Background: an optimization exercise with open tools, aiming at small area, a short achievable clock period and few clock cycles. Do not read the settings as production practice.
At most, simulation tests tie the RTL to the original design; equivalence was not proved.
Function not checked in run 4: the RTL went through the layout flow alone.
No run shown here takes its clock network from TritonCTS; it comes from the design's own scripts or RTL.
The clock input has no modelled driver; a real chip could not lean on it and would need a root buffer or a full tree.
Power is estimated from default activity; no workload was simulated.

<file path="config.mk">
export PLATFORM = sky130hd
export DESIGN_NAME = SME
export DESIGN_NICKNAME = SME
export VERILOG_FILES = /design/flow/design.v
export SDC_FILE = /design/flow/constraint.sdc
export NUM_CORES = 4
export LEC_CHECK = 0
export CAP_MARGIN = 20
export CORE_MARGIN = 2
export CORE_UTILIZATION = 30
export SLEW_MARGIN = 20
export SYNTH_HIERARCHICAL = 1
export SYNTH_MINIMUM_KEEP_SIZE = 0
</file>
<file path="constraint.sdc">
create_clock -name core_clock -period 8.0 [get_ports {clk}]
set_input_delay 1.6000 -clock core_clock [delete_from_list [all_inputs] [get_ports {clk}]]
set_output_delay 1.6000 -clock core_clock [all_outputs]
set_load 0.01 [all_outputs]
</file>
<file path="design.v">
module SME(
  input clk,
  input reset,
  input [7:0] chardata,
  input isstring,
  input ispattern,
  output valid,
  output match,
  output [4:0] match_index
  );
  reg         s_prev, p_prev;  
  reg [255:0] str;             
  reg [4:0]   lm1;             
  reg [4:0]   base1;           
  reg [31:0]  m;
  reg         valid_r, match_r;
  reg [4:0]   idx_r;
  wire [31:0] m_n;
  genvar q;
  generate
    for (q = 0; q < 32; q = q + 1) begin : g_slot
      wire in_str = (q <= lm1);
      wire go = (q == 31) ? (~p_prev & in_str) : (p_prev ? m[(q+1)%32] : in_str);
      match9 cmp(.s(str[8*q +: 8]), .c(chardata), .en(go), .y(m_n[q]));
    end
  endgenerate
  reg [4:0] top;
  integer i;
  always @(*) begin
    top = 5'd0;
    for (i = 0; i < 32; i = i + 1)
      if (m[i]) top = i;
  end
  wire any = |m;
  wire [4:0] nt = ~top;
  wire [4:0] g = base1 & nt;
  wire [4:0] p = base1 ^ nt;
  wire [4:0] c;
  assign c[0] = 1'b0;
  assign c[1] = g[0];
  assign c[2] = g[1] | (p[1] & g[0]);
  assign c[3] = g[2] | (p[2] & g[1]) | (p[2] & p[1] & g[0]);
  assign c[4] = g[3] | (p[3] & g[2]) | (p[3] & p[2] & g[1]) | (p[3] & p[2] & p[1] & g[0]);
  wire [4:0] idx_n = p ^ c;
  always @(posedge clk) begin
    if (reset) begin
      s_prev <= 1'b0;
      p_prev <= 1'b0;
      valid_r <= 1'b0;
    end else begin
      s_prev <= isstring;
      p_prev <= ispattern;
      valid_r <= p_prev & ~ispattern;
    end
    if (isstring) begin
      str <= {str[247:0], chardata};
      lm1 <= s_prev ? lm1 + 5'd1 : 5'd0;
    end
    if (ispattern)
      base1 <= p_prev ? base1 - 5'd1 : lm1 + 5'd1;
    m <= m_n;
    match_r <= any;
    idx_r <= any ? idx_n : 5'd0;
  end
  assign valid = valid_r;
  assign match = match_r;
  assign match_index = idx_r;
endmodule
module match9(input [7:0] s, input [7:0] c, input en, output y);
  assign y = (s == c) & en;
endmodule
</file>
<file path="flow/run.sh">
#!/bin/bash
set -euo pipefail
export PRE_CTS_TCL="$PWD/flow/cts_pre.tcl"
bash standard.sh SETUP_SLACK_MARGIN=5.6 finish > standard_flow.log 2>&1
</file>
<file path="flow/cts_pre.tcl">
# Sourced by ORFS's cts.tcl before clock_tree_synthesis (PRE_CTS_TCL): build
# the two-level clock tree here and turn that call into setting the clock
# propagated, which is all it would add once the tree exists.
source [file join [file dirname [info script]] two_level_cts.tcl]
two_level_clock_tree sky130_fd_sc_hd__clkbuf_8 sky130_fd_sc_hd__clkbuf_16 4 5
rename clock_tree_synthesis orfs_clock_tree_synthesis
proc clock_tree_synthesis { args } {
  puts "clock_tree_synthesis replaced by the two-level tree from cts_pre.tcl"
  set_propagated_clock [all_clocks]
}
</file>
<file path="flow/two_level_cts.tcl">
# A two-level clock tree in place of clock_tree_synthesis: one root buffer
# drives a leaf buffer per group of nearby flip-flops. Every flip-flop sees
# the same two buffers, so the tree stays balanced; it only has one buffer
# level fewer than the tree CTS builds for this small design.
proc two_level_clock_tree { leaf_master root_master ncols nrows } {
  set db [ord::get_db]
  set block [ord::get_db_block]
  set clk [$block findNet clk]
  set sinks {}
  foreach it [$clk getITerms] {
    set inst [$it getInst]
    set box [$inst getBBox]
    set x [expr {([$box xMin] + [$box xMax]) / 2}]
    set y [expr {([$box yMin] + [$box yMax]) / 2}]
    lappend sinks [list $x $y $it]
  }
  set n [llength $sinks]
  puts "two_level_clock_tree: $n sinks, $ncols x $nrows groups"
  # split into columns by x, then each column into rows by y
  set sinks [lsort -integer -index 0 $sinks]
  set groups {}
  for {set c 0} {$c < $ncols} {incr c} {
    set a [expr {$c * $n / $ncols}]
    set b [expr {($c + 1) * $n / $ncols - 1}]
    set col [lsort -integer -index 1 [lrange $sinks $a $b]]
    set m [llength $col]
    for {set r 0} {$r < $nrows} {incr r} {
      set a2 [expr {$r * $m / $nrows}]
      set b2 [expr {($r + 1) * $m / $nrows - 1}]
      lappend groups [lrange $col $a2 $b2]
    }
  }
  set lm [$db findMaster $leaf_master]
  set rm [$db findMaster $root_master]
  $clk setSigType CLOCK
  set i 0
  foreach g $groups {
    set c [expr {$i / $nrows}]
    if {$i % $nrows == 0} {
      set root($c) [odb::dbInst_create $block $rm clkbuf_root_$c]
      set rnet [odb::dbNet_create $block clknet_root_$c]
      $rnet setSigType CLOCK
      [$root($c) findITerm X] connect $rnet
      [$root($c) findITerm A] connect $clk
      set sx 0; set sy 0
    }
    set gx 0; set gy 0
    foreach s $g { incr gx [lindex $s 0]; incr gy [lindex $s 1] }
    set gx [expr {$gx / [llength $g]}]
    set gy [expr {$gy / [llength $g]}]
    incr sx $gx; incr sy $gy
    set leaf [odb::dbInst_create $block $lm clkbuf_leaf_$i]
    set lnet [odb::dbNet_create $block clknet_leaf_$i]
    $lnet setSigType CLOCK
    foreach s $g {
      set it [lindex $s 2]
      $it disconnect
      $it connect $lnet
    }
    [$leaf findITerm X] connect $lnet
    [$leaf findITerm A] connect $rnet
    $leaf setLocation $gx $gy
    $leaf setPlacementStatus PLACED
    incr i
    if {$i % $nrows == 0} {
      $root($c) setLocation [expr {$sx / $nrows}] [expr {$sy / $nrows}]
      $root($c) setPlacementStatus PLACED
    }
  }
  puts "two_level_clock_tree: [llength $groups] leaf buffers"
}
</file>
<file path="standard.sh">
#!/bin/bash
# synth_recipe.tcl (not shown) runs the flow's synth.tcl, then flattens the netlist and writes it again
# the make line also repeats each setting of config.mk as NAME=value (left out here)
make -C /OpenROAD-flow-scripts/flow DESIGN_CONFIG=/design/flow/config.mk WORK_HOME=/design/flow/orfs CLKGATE_MAP_FILE= SYNTH_SCRIPT=/design/flow/synth_recipe.tcl "${@:-finish}"
</file>
==> notes.md, run 1 <==
The worst clock skew is 0.0158 ns. The global-route wire length before repair came out at 40400 um. The HPWL after detailed placement came out at 15600 um. Of all cell types, the one taking the most synthesized area is sky130_fd_sc_hd__edfxtp_1.

The largest fanout on the critical path is 1. Dividing the synthesized area by the synthesized cell count gives 14.3 um2. The maximum number of pins on one net before global-route repair is around 70. The data required time of the worst path came out at 6.40 ns.

The count of flip-flops with a built-in enable after synthesis is roughly 270. The Yosys warning count came out at 7. The final count of pins violating max slew is 0.

The post-cts hold buffer count is 0. The initial detailed-routing violation count is between 400 and 500. The number of global-route vias before repair came out at between 7000 and 8000. Setup repair after global routing could not meet its margin everywhere. Pin placement for this block handled 19 I/O pins.

The fraction of the yosys area taken by sequential cells came out at 0.665. The global router's overall resource usage is 0.106. The worst slew margin relative to its limit is 0.425.

The worst path arrival time came out at just under 0.8 ns. Clock latency on the worst-skew pair, taken at its later pin, is ~0.31 ns. The layout overhead on the synthesized area came out at 10.9%. The number of cells produced by synthesis came out at between 900 and 1000. After the last flow step, the layout net total stands at ~1000. The startpoint identified for the worst hold timing path is str[101].

The startpoint identified for the worst register-to-register timing path is m[5]. The synthesized netlist occupies a cell area of between 10000 and 15000 um2. For this run, the leading register cell type out of synthesis is sky130_fd_sc_hd__edfxtp_1. The total negative slack for setup checks came out at 0 ns.

The count of maximum capacitance violations came out at 0. The analysis attributes to cell leakage a power of between 0.004 and 0.005 uW. The first-pass iteration count of the detailed router is 4. For hold timing, the worst endpoint is str[109]. The vias per cell came out at about 4.6. Leaving out filler cells and counting taps, the final layout contains about 1500.

The total die area came out at 45800 um2. The largest incremental delay on the critical path is approximately 0.33 ns. The number of synthesized register bits came out at approximately 310. The floorplan has between 70 and 80 rows. The flop-to-flop setup slack came out at about 5.6 ns.

The net count after synthesis is 947. The flow ran to the end and the layout has no timing, DRC or antenna violations. The signal on the critical path passes through buf_2. The share of flip-flops with an asynchronous set or reset is 0.

The critical path is of the reg -> out type. In this run the worst hold path is classified as reg -> reg. The initial utilization of the core area, before any placement, comes to 0.305. The depth of the worst register-to-register path came out at 9. The ratio of total power to cell area came out at between 200 and 250 nW/um2. The total count of hold-check failures in the final report came out at 0. The share of synthesized area in the top cell type comes to 0.603. The number of different library cells in the post-synthesis netlist is between 40 and 50. The maximum achievable frequency came out at roughly 420 MHz.

The total of endpoints with negative setup slack in the final report came out at 0. The worst path buffer plus inverter count is 1. The reg-to-reg endpoint is idx_r[4]. The antenna diode count came out at 0.

In this run the tool buffered the top-level ports with 18 buffer cells. The number of cells on the worst hold path is 0. From left edge to right edge, the die measures roughly 210 um. The share of the clock period used by the worst path is 0.296.

The worst setup path is launched from a flip-flop. The slew at the pin with the worst max-slew slack is roughly 0.86 ns. The total wirelength of the detailed-routed design is between 20000 and 25000 um. The endpoint kind of the worst setup timing path is a primary output. The die is between 200 and 250 um tall. The kind of cell adding the most delay to the critical path is flip-flops. Ranked by total cell area, the synthesized netlist is headed by sky130_fd_sc_hd__edfxtp_1, sky130_fd_sc_hd__xnor2_1, sky130_fd_sc_hd__dfxtp_1, sky130_fd_sc_hd__nor3_2, sky130_fd_sc_hd__nand2_1. The detail route stage leaves a number of antenna-violating nets equal to 0. The shortest clock period the worst path allows after layout came out at 2.37 ns. The number of cells after detailed placement is ~1500. The area of the core came out at about 43000 um2.

The final estimated routing congestion in global placement came out at between 0.7 and 0.8. The largest voltage drop on the vdd net came out at 0.127 mV. Dividing the detail-routed wire length by the instance count gives between 15 and 20 um. The initial antenna violation count is 1. The filler cell count in the final layout is about 4300. The detailed router placed between 7000 and 8000 vias in this run. After global routing the overflow that remains totals 0.

The slowest stage of the critical path belongs to the cell sky130_fd_sc_hd__dfxtp_2. The clock slew at the register clock pins of the worst setup and hold paths is between 0.1 and 0.15 ns. In the routed design, unresolved DRC markers number 0.

The fraction of layout cells with a size suffix above 1 came out at 0.116.
-- layer usage --
| layer | part of all wire | global-route usage | vias up |
|---|---|---|---|
| li1 | - | - | 3401 |
| met3 | 0.028 | 0.0105 | 32 |
| met5 | 0.00052 | 0 | - |
| met4 | 0.016 | 0.0181 | 2 |
| met2 | 0.47 | 0.177 | 119 |
| met1 | 0.49 | 0.151 | 3497 |
-- worst register-to-register path, stage by stage (launching register included) --
cell	delay, ns
sky130_fd_sc_hd__dfxtp_1	0.41
sky130_fd_sc_hd__inv_1	0.08
sky130_fd_sc_hd__a221o_1	0.35
sky130_fd_sc_hd__a21oi_1	0.27
sky130_fd_sc_hd__o221ai_2	0.20
sky130_fd_sc_hd__ha_1	0.26
sky130_fd_sc_hd__a211oi_2	0.23
sky130_fd_sc_hd__o21bai_1	0.12
sky130_fd_sc_hd__xnor2_1	0.19
sky130_fd_sc_hd__mux2i_1	0.20
-- synth_stat cells, types with 3 or more instances --
cell,number
sky130_fd_sc_hd__mux2i_1,4
sky130_fd_sc_hd__edfxtp_1,266
sky130_fd_sc_hd__o31ai_1,6
sky130_fd_sc_hd__a21o_1,4
sky130_fd_sc_hd__or3_1,3
sky130_fd_sc_hd__nor2b_1,10
sky130_fd_sc_hd__nand3_1,32
sky130_fd_sc_hd__nor4_1,7
sky130_fd_sc_hd__a31oi_1,5
sky130_fd_sc_hd__and2_1,3
sky130_fd_sc_hd__o21ai_0,25
sky130_fd_sc_hd__nor2_1,17
sky130_fd_sc_hd__o21bai_1,5
sky130_fd_sc_hd__nor2_2,3
sky130_fd_sc_hd__or4_4,3
sky130_fd_sc_hd__dfxtp_1,41
sky130_fd_sc_hd__nand2_1,62
sky130_fd_sc_hd__ha_1,10
sky130_fd_sc_hd__a21oi_1,21
sky130_fd_sc_hd__inv_1,12
sky130_fd_sc_hd__nor3_1,12
sky130_fd_sc_hd__xor2_1,4
sky130_fd_sc_hd__clkbuf_1,13
sky130_fd_sc_hd__nand4_1,37
sky130_fd_sc_hd__nor3_2,32
sky130_fd_sc_hd__xnor2_1,261
-- state kept, by name, indices dropped and copies added, names as in the netlist --
signal	flops
s_prev	1
str	256
lm1	5
match_r	1
m	32
idx_r	5
base1	5
valid_r	1
p_prev	1
-- final cells by class --
class	instances	area (um2)	area share
multi-input combinational	591	4410	0.300
timing repair buffer	25	300	0.0204
buffer	24	375	0.0256
sequential	307	8820	0.601
tap	585	732	0.0498
inverter	13	48.8	0.00332
-- Yosys stat by module, one instance, submodules excluded --
| module | cells | cell area, um2 |
|---|---|---|
| SME | 541 | 10200 |
| match9 | 12 | 95.1 |
-- per-stage QoR --
| stage | setup slack, ns | hold WS (ns) | instance area (um2) | power (uW) | utilization |
|---|---|---|---|---|---|
| finish | 5.63 | 0.470 | 14700 | 2940 | 0.339 |
| global route | 5.52 | 0.480 | 14700 | 3060 | 0.339 |
| CTS | 5.60 | 0.473 | 14600 | 2980 | 0.336 |
| detailed placement | 4.31 | 0.456 | 14100 | 2210 | 0.325 |
| global placement | 4.37 | 0.449 | 14100 | 2200 | 0.325 |
| floorplan | 5.77 | 0.449 | 13200 | 2090 | - |
-- worst max-delay path by stage --
stage	start	end	slack (ns)	cells past startpoint
2_1_floorplan	m[24]	idx_r[4]	5.77	8
3_3_place_gp	isstring	str[41]	4.37	2
3_5_place_dp	isstring	str[68]	4.31	2
4_1_cts	isstring	str[77]	5.60	2
5_1_grt	m[5]	idx_r[4]	5.52	9
6_report	match_r	match	5.63	1
-- kinds of logic (layout without fill, tap and decap cells) --
kind of cell / Yosys count / in the layout / synth area share
flip-flops: 307 / 307 / 0.665
AO/OA/AOI/OAI: 77 / 77 / 0.0352
multiplexers: 4 / 4 / 0.00302
AND/OR/NAND/NOR: 235 / 235 / 0.104
adder cells (fa/ha/maj): 10 / 10 / 0.00945
XOR/XNOR: 265 / 265 / 0.175
buffers and inverters: 27 / 62 / 0.00765
-- cell usage in the layout, fill, tap and decap left out, types with 3 or more instances in the layout --
cell / synthesis / routed
sky130_fd_sc_hd__buf_2: 0 / 7
sky130_fd_sc_hd__nor2_2: 3 / 3
sky130_fd_sc_hd__o31ai_1: 6 / 6
sky130_fd_sc_hd__o21bai_1: 5 / 5
sky130_fd_sc_hd__nand4_1: 37 / 37
sky130_fd_sc_hd__or3_1: 3 / 3
sky130_fd_sc_hd__nand3_1: 32 / 32
sky130_fd_sc_hd__or4_4: 3 / 5
sky130_fd_sc_hd__edfxtp_1: 266 / 266
sky130_fd_sc_hd__ha_1: 10 / 9
sky130_fd_sc_hd__clkbuf_16: 0 / 5
sky130_fd_sc_hd__dfxtp_1: 41 / 33
sky130_fd_sc_hd__nor3_2: 32 / 32
sky130_fd_sc_hd__a21o_1: 4 / 4
sky130_fd_sc_hd__xor2_1: 4 / 4
sky130_fd_sc_hd__nor3_1: 12 / 12
sky130_fd_sc_hd__nor2b_1: 10 / 10
sky130_fd_sc_hd__nor2_1: 17 / 17
sky130_fd_sc_hd__clkbuf_8: 0 / 20
sky130_fd_sc_hd__nor4_1: 7 / 4
sky130_fd_sc_hd__buf_4: 0 / 3
sky130_fd_sc_hd__dfxtp_2: 0 / 6
sky130_fd_sc_hd__xnor2_1: 261 / 261
sky130_fd_sc_hd__o21ai_0: 25 / 24
sky130_fd_sc_hd__a21oi_1: 21 / 20
sky130_fd_sc_hd__inv_1: 12 / 12
sky130_fd_sc_hd__nand2_1: 62 / 62
sky130_fd_sc_hd__and2_1: 3 / 3
sky130_fd_sc_hd__a31oi_1: 5 / 5
sky130_fd_sc_hd__mux2i_1: 4 / 4
sky130_fd_sc_hd__nor4_4: 1 / 3
sky130_fd_sc_hd__buf_6: 0 / 8
-- timing repair --
item                       CTS  global route
setup endpoints to repair  310            99
cloned                       1             1
resized for setup           60            16
setup buffers                1             1
pin swaps                    4             7
-- power by group --
group          switching, uW  internal (uW)  leakage (uW)
Combinational            151            129       0.00134
Clock                    452            317      0.000193
Sequential              60.8           1830       0.00294
Testbench counts, summed over its fixed seeds: cycles 4,687.
==> run 2, diff against run 1 <==
--- a/config.mk
+++ b/config.mk
@@ -7,7 +7,7 @@
 export LEC_CHECK = 0
 export CAP_MARGIN = 20
 export CORE_MARGIN = 2
-export CORE_UTILIZATION = 30
+export CORE_UTILIZATION = 55
 export SLEW_MARGIN = 20
 export SYNTH_HIERARCHICAL = 1
 export SYNTH_MINIMUM_KEEP_SIZE = 0
==> notes.md, run 2 <==
The run finished with no timing, DRC or antenna violations. The number of nets in the final layout came out at 984 (unchanged). The critical path class is reg -> reg.

The fraction of layout cells with a size suffix above 1 came out at 0.111 (-0.00417). The critical path starts at m[25]. The data required time of the worst path is 8.23 ns (+1.83 ns). The number of different library cells in the post-synthesis netlist came out at 49 (unchanged). After detailed routing, no signal wire sits above met4. The ratio of total power to cell area came to 204 nW/um2 (+1.8%). The area of the core came out at 23500 um2 (-46%). The final estimated routing congestion in global placement came out at 0.844 (+8.0%). The area taken by flip-flops and latches came out at 8820 um2 (about the same). Sorting the synthesized cells by area gives the leading types as sky130_fd_sc_hd__edfxtp_1, sky130_fd_sc_hd__xnor2_1, sky130_fd_sc_hd__dfxtp_1, sky130_fd_sc_hd__nor3_2, sky130_fd_sc_hd__nand2_1.

The initial detailed-routing violation count came out at 471 (+12%). The number of cells produced by synthesis came out at 925 (unchanged). The clock slew at the register clock pins of the worst setup and hold paths came to 0.09 ns (-0.02 ns).

STA classifies the critical path startpoint as a flip-flop. The number of I/O pins came out at 19 (unchanged). The shortest clock period the worst path allows after layout was 2.38 ns (+0.00885 ns). The routed length on met2 came out at 12100 um (+3.1%). The path class of the tightest hold or removal check is reg -> reg. The setup slack after placement came out at 4.16 ns (-0.153 ns). The antenna diode count is 0 (unchanged).

The startpoint of the lowest-slack register-to-register path is m[25]. The post-cts hold buffer count is 0 (unchanged). The area after detailed placement is 13800 um2 (-2.4%). The slew at the pin with the worst max-slew slack came out at 0.784 ns (-0.0794 ns). The detailed-routing wirelength on met1 came out at 11600 um (-4.5%).

The Yosys warning count is 7 (unchanged). The routed wire length on met3 was 483 um (-31%). The vias per cell is 5.44 (+19%).

The largest incremental delay on the critical path is 0.59 ns (+0.26 ns). The maximum number of pins on one net before global-route repair is 73 (+1.4%). The largest fanout on the critical path was 5 (+4).

The total wirelength of the detailed-routed design is 24800 um (-0.75%). The smallest setup slack after layout is 5.62 ns (-0.00885 ns). Among all cell types in the netlist, the one instantiated most often is sky130_fd_sc_hd__edfxtp_1. Sorting the synthesized cells by how often they occur yields sky130_fd_sc_hd__edfxtp_1, sky130_fd_sc_hd__xnor2_1, sky130_fd_sc_hd__nand2_1.

The fraction of post-synthesis cell area in the top cell type by area is 0.603 (unchanged). Walking the worst path, the cells encountered are or4_4 -> nor4_4 -> a21oi_2 -> ha_4 -> a211oi_2 -> o21bai_1 -> xnor2_1 -> mux2i_1. The worst hold margin came out at 0.467 ns (-0.00356 ns).

The multi-input combinational cell area came out at 4400 um2 (-0.14%). The biggest area contributor in the post-synthesis netlist is sky130_fd_sc_hd__edfxtp_1. The via count came out at 6952 (-1.4%). The y dimension of the die came to 159 um (-26%). The DRC violations left came out at 0 (unchanged). The final instance area was 14300 um2 (-2.4%). The worst path arrival time is 2.61 ns (+1.84 ns). The count of flip-flops with a built-in enable after synthesis came out at 266 (unchanged). The net count after synthesis is 947 (unchanged). The global router's overall resource usage came to 0.197 (+0.0906). The first-pass iteration count of the detailed router is 4 (unchanged).

The share of the clock period used by the worst path was 0.297 (+0.00111). The number of global-route vias before repair is 7267 (+0.65%). The most common cell after layout, fill and taps aside is sky130_fd_sc_hd__edfxtp_1. The share of flip-flops with an asynchronous set or reset is 0 (unchanged). The global route total overflow is 0 (unchanged). The total count of hold-check failures in the final report is 0 (unchanged).

The total number of placement rows is 56 (-26%). The clock insertion delay at the later pin of the skew report is 0.31 ns (about the same). The initial antenna violation count is 0 (-1). The die width came to 159 um (-26%). Setup repair after global routing could not meet its margin everywhere. The worst slew margin relative to its limit came out at 0.477 (+0.0529). The global-route wire length before repair came out at 40500 um (+0.32%). The area of the mapped netlist was 13200 um2 (unchanged). The top cell types in the final layout, fill and taps aside, are sky130_fd_sc_hd__edfxtp_1, sky130_fd_sc_hd__xnor2_1, sky130_fd_sc_hd__nand2_1, sky130_fd_sc_hd__nand4_1, sky130_fd_sc_hd__dfxtp_1.

The count of maximum capacitance violations is 0 (unchanged). The endpoint kind of the worst setup timing path is a flip-flop. The HPWL after detailed placement is 15400 um (-1.4%). The final count of pins violating max slew is 0 (unchanged). The library cell contributing the largest single delay on the critical path is sky130_fd_sc_hd__or4_4. The mean instance size in the synthesized netlist came out at 14.3 um2 (unchanged). The largest registers in the layout are str x256, m x32.

The total negative slack for setup checks is 0 ns (unchanged). The startpoint identified for the worst hold timing path is str[92]. The maximum achievable frequency came out at 421 MHz (-0.37%).

The worst clock skew is 0.0178 ns (+0.00201 ns). str holds more flip-flops than any other register. The number of buffer cells added on primary ports came to 18 (unchanged). The largest voltage drop on the vdd net was 0.145 mV (+14%). Relative to the synthesized area, the layout overhead comes to 8.28%.

The average wire per standard cell came out at 19.4 um (+20%). Among all flip-flop cells after synthesis, the most frequent one is sky130_fd_sc_hd__edfxtp_1. The filler cell count in the final layout came out at 1870 (-56%). The total die area is 25300 um2 (-45%).

The static leakage came out at 0.00447 uW (-0.15%). The fraction of the yosys area taken by sequential cells is 0.665 (unchanged). The number of flip-flops in the largest register came to 256 (unchanged). The effective utilization at floorplan is 0.563 (+0.257).

The total of endpoints with negative setup slack in the final report came out at 0 (unchanged). The number of nets still failing antenna checks after routing is 0 (unchanged). The number of synthesized register bits came out at 307 (unchanged).
[run 2: changes by cell type in the layout (fill, tap and decap cells not counted), sizes merged]
cell / change
buf: +1
clkbuf: -1
[run 2: kinds of logic after synthesis]
group,after synthesis,share of synthesized area
flip-flops,307,0.665
XOR/XNOR,265,0.175
AND/OR/NAND/NOR,235,0.104
AO/OA/AOI/OAI,77,0.0352
buffers and inverters,27,0.00765
adder cells (fa/ha/maj),10,0.00945
multiplexers,4,0.00302
[run 2: timing repair]
action | in CTS | in global routing
buffers inserted | 2 | 0
gates cloned | 2 | 0
setup endpoints to repair | 309 | 65
gates resized for setup | 64 | 7
pin swaps | 5 | 2
[run 2: routing by layer]
layer	GRT usage	vias to the layer above
li1	-	3397
met1	0.283	3438
met2	0.335	79
met3	0.00808	38
met4	0.0471	0
met5	0	-
[run 2: metrics by stage]
stage / power [uW] / utilization / std cells
final: 2920 / 0.609 / 1279
after global routing: 3040 / 0.609 / 1279
after CTS: 2960 / 0.608 / 1279
after detailed placement: 2200 / 0.584 / 1251
after global placement: 2190 / 0.584 / 1251
after floorplan: 2090 / - / 925
[run 2: final cells by class]
class,instances,share of cell area
inverter,13,0.00340
timing repair buffer,25,0.0208
tap,319,0.0278
buffer,24,0.0262
multi-input combinational,591,0.307
sequential,307,0.615
[run 2: path summary, 6_finish.rpt]
path | to | slack, ns | depth (start not counted)
max | idx_r[4] | 5.62 | 8
min | str[100] | 0.47 | 0
max reg2reg | idx_r[4] | 5.62 | 8
min reg2reg | str[100] | 0.47 | 0
[run 2: where the power goes]
group          switching [uW]  total [uW]  internal (uW)
sequential               63.1        1900           1830
combinational             149         277            129
clock                     433         750            317
[run 2: modules after synthesis, one instance, submodules excluded]
module | area (um2) | cells inside | copies in the design | flops+latches
match9 | 95.1 | 12 | 32 | 0
SME | 10200 | 541 | 1 | 307
[run 2: critical path: cells and delay by family, from the launching register on]
kind                     cells  cell delay, ns
AO/OA/AOI/OAI                3            0.42
XOR/XNOR                     1            0.19
adder cells (fa/ha/maj)      1            0.25
flip-flops                   1            0.36
multiplexers                 1            0.24
AND/OR/NAND/NOR              2            0.84
==> run 3, diff against run 2 <==
--- a/config.mk
+++ b/config.mk
@@ -7,7 +7,7 @@
 export LEC_CHECK = 0
 export CAP_MARGIN = 20
 export CORE_MARGIN = 2
-export CORE_UTILIZATION = 55
+export CORE_UTILIZATION = 40
 export SLEW_MARGIN = 20
 export SYNTH_HIERARCHICAL = 1
 export SYNTH_MINIMUM_KEEP_SIZE = 0
==> notes.md, run 3 <==
The flop-to-flop setup slack is 5.65 ns (+0.03 ns). The post-cts hold buffer count came out at 0 (unchanged). The library cell contributing the largest single delay on the critical path is sky130_fd_sc_hd__or4_4. The data required time of the worst path came out at 8.25 ns (+0.02 ns). The via count is 6981 (+0.42%). The library cells used most frequently in the layout, excluding fill and tap cells, are sky130_fd_sc_hd__edfxtp_1, sky130_fd_sc_hd__xnor2_1, sky130_fd_sc_hd__nand2_1, sky130_fd_sc_hd__nand4_1, sky130_fd_sc_hd__dfxtp_1. The worst clock skew is 0.0182 ns (+0.000362 ns).

Setup repair after global routing could not meet its margin everywhere. The largest registers in the layout are str x256, m x32. The number of nets still failing antenna checks after routing came out at 0 (unchanged). The area after detailed placement came out at 13900 um2 (+1.2%). The layout overhead on the synthesized area came out at 9.53%.

The library cell used most frequently in the layout, excluding fill and tap cells, is sky130_fd_sc_hd__edfxtp_1. The shortest clock period the worst path allows after layout came out at 2.35 ns (-0.0291 ns). The ratio of total power to cell area came out at 202 nW/um2 (-0.76%).

The total wirelength of the detailed-routed design is 24500 um (-1.3%). The global router's overall resource usage is 0.146 (-0.0507). The number of different library cells in the post-synthesis netlist is 49 (unchanged). str holds more flip-flops than any other register. The maximum number of pins on one net before global-route repair is 78 (+6.8%). The Yosys warning count came out at 7 (unchanged). The kind of cell adding the most delay to the critical path is compound AO/OA/AOI/OAI gates. The number of global-route vias before repair is 7101 (-2.3%).

The class of the worst hold path is reg -> reg. The switching power of the nets is 656 uW (+1.8%). The antenna diode count came out at 0 (unchanged). The clock insertion delay at the later pin of the skew report was 0.31 ns (about the same). The first-pass iteration count of the detailed router is 4 (unchanged). The DRC violations left came out at 0 (unchanged). The die width was 186 um (+17%).

The fraction of the yosys area taken by sequential cells is 0.665 (unchanged). The clock slew at the register clock pins of the worst setup and hold paths came to 0.10 ns (about the same). The area of the core is 32500 um2 (+38%). The fraction of post-synthesis cell area in the top cell type by area came to 0.603 (unchanged). The share of power burned in the clock network came out at 0.260 (+0.004). The area of the mapped netlist came out at 13200 um2 (unchanged). The maximum achievable frequency is 426 MHz (+1.2%). The total count of hold-check failures in the final report came out at 0 (unchanged).

The total of endpoints with negative setup slack in the final report is 0 (unchanged). The worst path arrival time came out at 2.60 ns (about the same). The worst path buffer plus inverter count is 0 (unchanged). Ranked by instance count, the synthesized netlist is headed by sky130_fd_sc_hd__edfxtp_1, sky130_fd_sc_hd__xnor2_1, sky130_fd_sc_hd__nand2_1. The count of maximum capacitance violations came out at 0 (unchanged). The largest voltage drop on the vdd net is 0.148 mV (+2.2%). STA classifies the critical path endpoint as a flip-flop. By area the synthesized netlist is led by sky130_fd_sc_hd__edfxtp_1, sky130_fd_sc_hd__xnor2_1, sky130_fd_sc_hd__dfxtp_1, sky130_fd_sc_hd__nor3_2, sky130_fd_sc_hd__nand2_1. The core occupancy in the finished layout came out at 0.446 (-0.163). The vias per cell came out at 4.98 (-8.5%).

The worst slew margin relative to its limit came out at 0.495 (+0.0170). STA classifies the critical path startpoint as a flip-flop. The global route total overflow is 0 (unchanged). The number of synthesized register bits was 307 (unchanged).

The number of buffer cells added on primary ports is 18 (unchanged). The largest incremental delay on the critical path came out at 0.60 ns (about the same). The total negative slack for setup checks was 0 ns (unchanged). The largest fanout on the critical path came out at 4 (-1). The y dimension of the die was 186 um (+17%). The part of the power in combinational logic is 0.095 (about the same). The effective utilization at floorplan is 0.407 (-0.156). The top flip-flop cell by instance count after synthesis is sky130_fd_sc_hd__edfxtp_1. The net count after synthesis is 947 (unchanged). The total die area came out at 34600 um2 (+36%). The flow ran to the end and the layout has no timing, DRC or antenna violations. The initial detailed-routing violation count came to 603 (+28%). Of all cell types, the one taking the most synthesized area is sky130_fd_sc_hd__edfxtp_1.

The mean instance size in the synthesized netlist came to 14.3 um2 (unchanged). Among the stages of the critical path, the cell type that occurs most often is sky130_fd_sc_hd__o21bai_1. The slew at the pin with the worst max-slew slack is 0.758 ns (-0.0255 ns). sky130_fd_sc_hd__edfxtp_1 is the most common cell in the netlist.

The number of nets in the final layout came to 985 (+0.10%). The global-route wire length before repair is 39900 um (-1.4%). The static leakage was 0.00448 uW (+0.19%). The share of the clock period used by the worst path is 0.293 (-0.00363). Walking the worst path, the cells encountered are or4_4 -> o21bai_1 -> a31oi_1 -> ha_1 -> o21ai_1 -> o21bai_1 -> xnor2_1 -> mux2i_1.

The total number of placement rows is 66 (+18%). The final estimated routing congestion in global placement is 0.739 (-12%). The final instance area is 14500 um2 (+1.2%). The internal power consumption is 2280 uW (about the same). The average wire per standard cell is 17.4 um (-10%). The initial antenna violation count came out at 0 (unchanged). The proportion of power drawn by flip-flops and latches is 0.645 (-0.004).

The switching share of power is 0.223 (+0.00301). The count of flip-flops with a built-in enable after synthesis is 266 (unchanged). The HPWL after detailed placement came out at 15200 um (-1.1%). The number of I/O pins was 19 (unchanged). The number of cells produced by synthesis is 925 (unchanged). The fraction of layout cells with a size suffix above 1 came out at 0.117 (+0.00509). The setup path with the least slack is of type reg -> reg.

The number of flip-flops in the largest register was 256 (unchanged). The share of flip-flops with an asynchronous set or reset came out at 0 (unchanged). The final count of pins violating max slew is 0 (unchanged).
run 3: cell families after synthesis:
logic type      after synthesis  share of synthesized area
compound gates               77                     0.0352
xor+xnor                    265                      0.175
flops                       307                      0.665
mux                           4                    0.00302
buf+inv                      27                    0.00765
simple gates                235                      0.104
fa+ha+maj                    10                    0.00945
run 3: worst paths after layout:
check	depth (start not counted)	start	end
worst min-delay path	0	str[89]	str[97]
worst max register to register	8	m[23]	idx_r[4]
worst max-delay path	8	m[23]	idx_r[4]
worst min register to register	0	str[89]	str[97]
run 3: timing repair:
action	CTS	global route
pin swaps	9	5
resized for setup	57	13
buffers inserted	3	0
endpoints found under the setup margin	202	25
gates cloned	2	0
run 3: modules after synthesis (local to each module, per instance):
module / times used / cell area [um2] / flip-flops and latches
match9: 32 / 95.1 / 0
SME: 1 / 10200 / 307
run 3: power groups by stage:
stage               registers [uW]  clock network, uW  logic, uW
global route                  1900                845        311
floorplan                     1910                  0        178
global placement              1930                  0        271
CTS                           1890                796        283
finish                        1890                764        279
detailed placement            1930                  0        275
run 3: final cells by class:
type | count | area [um2]
fill | 2962 | 18000
sequential | 307 | 8820
multi-input combinational | 591 | 4410
tap | 442 | 553
buffer | 24 | 375
timing repair buffer | 26 | 294
inverter | 13 | 48.8
run 3: metal layers:
metal	share of wire	track usage
met5	0	0
met1	0.47	0.209
met4	0.023	0.0290
met3	0.024	0.00626
met2	0.48	0.249
run 3: metrics by stage:
step / worst slack [ns] / power (uW) / cells / hold WS (ns)
after global placement: 4.63 / 2200 / 1374 / 0.449
after detailed placement: 4.59 / 2200 / 1374 / 0.456
after CTS: 5.60 / 2970 / 1403 / 0.465
after global routing: 5.54 / 3060 / 1403 / 0.469
final: 5.65 / 2930 / 1403 / 0.461
after floorplan: 5.77 / 2090 / 925 / 0.449
==> run 4, diff against run 3 <==
--- a/design.v
+++ b/design.v
@@ -11,7 +11,7 @@
   reg         s_prev, p_prev;  
   reg [255:0] str;             
   reg [4:0]   lm1;             
-  reg [4:0]   base1;           
+  reg [4:0]   base;            
   reg [31:0]  m;
   reg         valid_r, match_r;
   reg [4:0]   idx_r;
@@ -27,20 +27,21 @@
   reg [4:0] top;
   integer i;
   always @(*) begin
-    top = 5'd0;
+    top = base;   
     for (i = 0; i < 32; i = i + 1)
       if (m[i]) top = i;
   end
   wire any = |m;
   wire [4:0] nt = ~top;
-  wire [4:0] g = base1 & nt;
-  wire [4:0] p = base1 ^ nt;
+  wire [4:0] g = base & nt;
+  wire [4:0] p = base ^ nt;
   wire [4:0] c;
-  assign c[0] = 1'b0;
-  assign c[1] = g[0];
-  assign c[2] = g[1] | (p[1] & g[0]);
-  assign c[3] = g[2] | (p[2] & g[1]) | (p[2] & p[1] & g[0]);
-  assign c[4] = g[3] | (p[3] & g[2]) | (p[3] & p[2] & g[1]) | (p[3] & p[2] & p[1] & g[0]);
+  assign c[0] = 1'b1;
+  assign c[1] = g[0] | p[0];
+  assign c[2] = g[1] | (p[1] & g[0]) | (p[1] & p[0]);
+  assign c[3] = g[2] | (p[2] & g[1]) | (p[2] & p[1] & g[0]) | (p[2] & p[1] & p[0]);
+  assign c[4] = g[3] | (p[3] & g[2]) | (p[3] & p[2] & g[1]) | (p[3] & p[2] & p[1] & g[0])
+              | (p[3] & p[2] & p[1] & p[0]);
   wire [4:0] idx_n = p ^ c;
   always @(posedge clk) begin
     if (reset) begin
@@ -57,10 +58,10 @@
       lm1 <= s_prev ? lm1 + 5'd1 : 5'd0;
     end
     if (ispattern)
-      base1 <= p_prev ? base1 - 5'd1 : lm1 + 5'd1;
+      base <= p_prev ? base - 5'd1 : lm1;
     m <= m_n;
     match_r <= any;
-    idx_r <= any ? idx_n : 5'd0;
+    idx_r <= idx_n;
   end
   assign valid = valid_r;
   assign match = match_r;
==> notes.md, run 4 <==
The fraction of layout cells with a size suffix above 1 came out at 0.119 (+0.00280). The worst path arrival time is 2.78 ns (+0.18 ns). The initial detailed-routing violation count came out at 457 (-24%). The worst setup path is launched from a flip-flop.

Setup repair after global routing could not meet its margin everywhere. The effective utilization at floorplan came to 0.406 (-0.000577). In the final layout, the registers with the most flip-flops are str x256, m x32. The static leakage came to 0.00450 uW (+0.60%). The total number of placement rows came out at 66 (unchanged). The share of flip-flops with an asynchronous set or reset came out at 0 (unchanged). The worst hold margin came out at 0.466 ns (+0.00525 ns). The number of nets in the final layout came out at 996 (+1.1%). The global-route wire length before repair is 39900 um (unchanged).

The total wirelength of the detailed-routed design came out at 25000 um (+1.9%). In the synthesized netlist the dominant register cell turns out to be sky130_fd_sc_hd__edfxtp_1. The run finished with no timing, DRC or antenna violations. The endpoint kind of the worst setup timing path is a flip-flop. The worst clock skew is 0.0149 ns (-0.00321 ns). The number of cells produced by synthesis is 934 (+0.97%). The worst slew margin relative to its limit came out at 0.473 (-0.0210). The number of global-route vias before repair is 7136 (+0.49%). The count of flip-flops with a built-in enable after synthesis is 266 (unchanged). The fraction of post-synthesis cell area in the top cell type by area was 0.604 (+0.000856).

In the layout the commonest cells are sky130_fd_sc_hd__edfxtp_1, sky130_fd_sc_hd__xnor2_1, sky130_fd_sc_hd__nand2_1, sky130_fd_sc_hd__nand3_1, sky130_fd_sc_hd__nor3_2. The class of the worst hold path is reg -> reg. The number of I/O pins came out at 19 (unchanged).

The die width came out at 186 um (about the same). The y dimension of the die is 186 um (about the same). The net count after synthesis is 956 (+0.95%). In this run the critical register-to-register path is captured at idx_r[4]. The multi-input combinational cell area is 4410 um2 (about the same). The count of maximum capacitance violations came to 0 (unchanged).

The number of synthesized register bits was 307 (unchanged). Counting instances in the post-synthesis netlist gives the leading cell types as sky130_fd_sc_hd__edfxtp_1, sky130_fd_sc_hd__xnor2_1, sky130_fd_sc_hd__nand2_1. The total of endpoints with negative setup slack in the final report was 0 (unchanged). The number of cells on the worst hold path is 0 (unchanged). The largest fanout on the critical path came out at 4 (unchanged). Yosys instantiated no cell more often than sky130_fd_sc_hd__edfxtp_1. The mean instance size in the synthesized netlist was 14.2 um2 (-1.1%). The global router's overall resource usage came out at 0.146 (about the same). The data required time of the worst path is 8.25 ns (about the same). The ratio of total power to cell area is 204 nW/um2 (+0.64%). More flip-flops sit in one register than any other, and that register is str. The DRC violations left is 0 (unchanged). The share of the clock period used by the worst path was 0.317 (+0.0232).

The area after detailed placement came out at 13900 um2 (about the same). The global route total overflow is 0 (unchanged). The startpoint of the lowest-slack register-to-register path is m[25]. The number of buffer cells added on primary ports is 18 (unchanged).

The via count came to 7046 (+0.93%). The end point of the most critical hold path is str[115]. The initial antenna violation count came out at 0 (unchanged). The final count of pins violating max slew came out at 0 (unchanged).

The total negative slack for setup checks was 0 ns (unchanged). The maximum achievable frequency came to 395 MHz (-7.3%). The layout overhead on the synthesized area is 10.1%.

The depth of the worst register-to-register path came out at 10 (+2). The final estimated routing congestion in global placement came out at 0.793 (+7.2%). The post-cts hold buffer count was 0 (unchanged). The clock slew at the register clock pins of the worst setup and hold paths came out at 0.10 ns (about the same). The Yosys warning count is 7 (unchanged).

The number of flip-flops in the largest register came to 256 (unchanged). The number of different library cells in the post-synthesis netlist came to 46 (-6.1%). The total die area is 34500 um2 (-0.14%).

The number of nets still failing antenna checks after routing is 0 (unchanged). The fraction of the yosys area taken by sequential cells came to 0.666 (+0.000944). The clock insertion delay at the later pin of the skew report is 0.31 ns (about the same). By startpoint and endpoint, the worst setup path is classified as reg -> reg.

The area of the core came out at 32500 um2 (unchanged). The final instance area came out at 14600 um2 (+0.39%). The shortest clock period the worst path allows after layout is 2.53 ns (+0.185 ns). The antenna diode count came to 0 (unchanged). The startpoint identified for the worst hold timing path is str[107]. The first-pass iteration count of the detailed router came to 5 (+1). The maximum number of pins on one net before global-route repair is 78 (unchanged). The vias per cell is 4.98 (+0.15%). The largest total area in the synthesized netlist belongs to sky130_fd_sc_hd__edfxtp_1. The library cell used most frequently in the layout, excluding fill and tap cells, is sky130_fd_sc_hd__edfxtp_1. The total count of hold-check failures in the final report was 0 (unchanged). The average wire per standard cell came to 17.6 um (+1.1%).

The flop-to-flop setup slack is 5.47 ns (-0.19 ns). The largest voltage drop on the vdd net came out at 0.139 mV (-6.0%). The slew at the pin with the worst max-slew slack is 0.790 ns (+0.0315 ns).

The filler cell count in the final layout is 2973 (+0.37%). The area of the mapped netlist is 13200 um2 (-0.14%). The HPWL after detailed placement is 15600 um (+2.3%). After synthesis, the cell types taking the most area are sky130_fd_sc_hd__edfxtp_1, sky130_fd_sc_hd__xnor2_1, sky130_fd_sc_hd__dfxtp_1, sky130_fd_sc_hd__nor3_2, sky130_fd_sc_hd__nand2_1. The area taken by flip-flops and latches came out at 8830 um2 (about the same).
[run 4: cell types whose count changed in the layout (fill, tap and decap cells not counted), moves of 3 or more]
| cell | before | now |
|---|---|---|
| sky130_fd_sc_hd__o21bai_1 | 5 | 2 |
| sky130_fd_sc_hd__nor2b_1 | 10 | 6 |
| sky130_fd_sc_hd__nand4_1 | 37 | 32 |
| sky130_fd_sc_hd__o21a_1 | 1 | 4 |
| sky130_fd_sc_hd__or4_4 | 5 | 2 |
| sky130_fd_sc_hd__inv_1 | 12 | 16 |
| sky130_fd_sc_hd__a21oi_1 | 20 | 27 |
| sky130_fd_sc_hd__nor2_1 | 17 | 25 |
| sky130_fd_sc_hd__mux2i_1 | 4 | 0 |
| sky130_fd_sc_hd__a31oi_1 | 5 | 2 |
| sky130_fd_sc_hd__nand3_1 | 32 | 38 |
| sky130_fd_sc_hd__a21o_1 | 4 | 1 |
| sky130_fd_sc_hd__buf_4 | 6 | 9 |
| sky130_fd_sc_hd__nand2_1 | 62 | 65 |
[run 4: logic make-up after synthesis]
| logic type | Yosys count | share of synthesized area |
|---|---|---|
| adder cells (fa/ha/maj) | 10 | 0.00946 |
| flip-flops | 307 | 0.666 |
| buffers and inverters | 34 | 0.00965 |
| AO/OA/AOI/OAI | 83 | 0.0392 |
| AND/OR/NAND/NOR | 237 | 0.102 |
| XOR/XNOR | 263 | 0.174 |
[run 4: power by group]
group | internal [uW] | switching [uW] | total [uW]
Clock | 317 | 453 | 771
Sequential | 1840 | 64.3 | 1900
Combinational | 138 | 155 | 293
Total | 2290 | 673 | 2960
[run 4: worst max path at each step]
stage          slack (ns)       end     start  depth (start not counted)
3_3_place_gp         4.37  str[184]  isstring                          2
5_1_grt              5.37  idx_r[4]     m[25]                         10
3_5_place_dp         4.34  str[196]  isstring                          2
6_report             5.47  idx_r[4]     m[25]                         10
4_1_cts              5.37  idx_r[4]     m[26]                         11
2_1_floorplan        5.57  idx_r[4]     m[25]                         10
[run 4: cell type report]
| type | count | share of cell area |
|---|---|---|
| Sequential cell | 307 | 0.606 |
| Multi-Input combinational cell | 593 | 0.303 |
| Tap cell | 442 | 0.0380 |
| Buffer | 24 | 0.0258 |
| Timing Repair Buffer | 30 | 0.0222 |
| Inverter | 18 | 0.00464 |
[run 4: routing by layer]
layer | GRT usage | wire length [um] | vias to the layer above
met5 | 0 | 0 | -
li1 | - | - | 3427
met3 | 0.00587 | 589 | 38
met2 | 0.253 | 12200 | 89
met1 | 0.204 | 11600 | 3492
met4 | 0.0321 | 604 | 0
[run 4: critical path: stages, from the launching register on]
cell and delay (ns):
sky130_fd_sc_hd__dfxtp_4 0.38, sky130_fd_sc_hd__a2111oi_4 0.38, sky130_fd_sc_hd__o2111ai_1 0.16, sky130_fd_sc_hd__a31o_2 0.27, sky130_fd_sc_hd__a31o_4 0.26, sky130_fd_sc_hd__ha_4 0.21
sky130_fd_sc_hd__o21a_1 0.18, sky130_fd_sc_hd__o21a_1 0.18, sky130_fd_sc_hd__o21a_1 0.18, sky130_fd_sc_hd__nor2_1 0.11, sky130_fd_sc_hd__xor2_1 0.15
[run 4: per-module statistics from Yosys, one instance, submodules excluded]
module,cells inside,cell area (um2)
SME,550,10200
match9,12,95.1
[run 4: stage by stage]
stage | util | total power (uW) | setup slack [ns] | instances
finish | 0.448 | 2960 | 5.47 | 1414
global route | 0.448 | 3090 | 5.37 | 1414
floorplan | - | 2100 | 5.57 | 934
detailed placement | 0.428 | 2230 | 4.34 | 1380
global placement | 0.428 | 2230 | 4.37 | 1380
CTS | 0.444 | 3000 | 5.37 | 1409
[run 4: repair_timing]
item,CTS,global route
gates cloned,1,0
resized for setup,58,18
pin swaps,7,8
endpoints found under the setup margin,190,81
setup buffers,4,5

## port drivers added, routing unchanged
No port has a modelled driver above. Below, the same layouts with a new extraction and two added sets of constraints. Step 1 sets driving cells, clkbuf_16 on the clock port and buf_2 on the other inputs (assumed; they add their load-dependent delay and slew). Step 2 adds t to the input delays and takes it off the output delays; t is the mean of the earliest and latest rising clock arrival at the registers after step 1. Input paths then give back, and output paths get back, about the clock's delay inside the block. Three values: ideal, step 1, step 2; two values: the first two.
| run | t, ns | slack for setup (ns) | cell pins on the clock port's net |
|---|---|---|---|
| run 1 | 0.390 | 5.632 / 5.546 / 5.229 | 4 |
| run 2 | 0.384 | 5.623 / 5.559 / 5.193 | 4 |
| run 3 | 0.388 | 5.652 / 5.570 / 5.209 | 4 |
| run 4 | 0.392 | 5.467 / 5.467 / 5.209 | 4 |
After both steps every run listed still meets setup and hold. For run 3, which loses most, drivers alone change the setup slack by -0.082 ns; drivers and shift together by -0.443 ns.
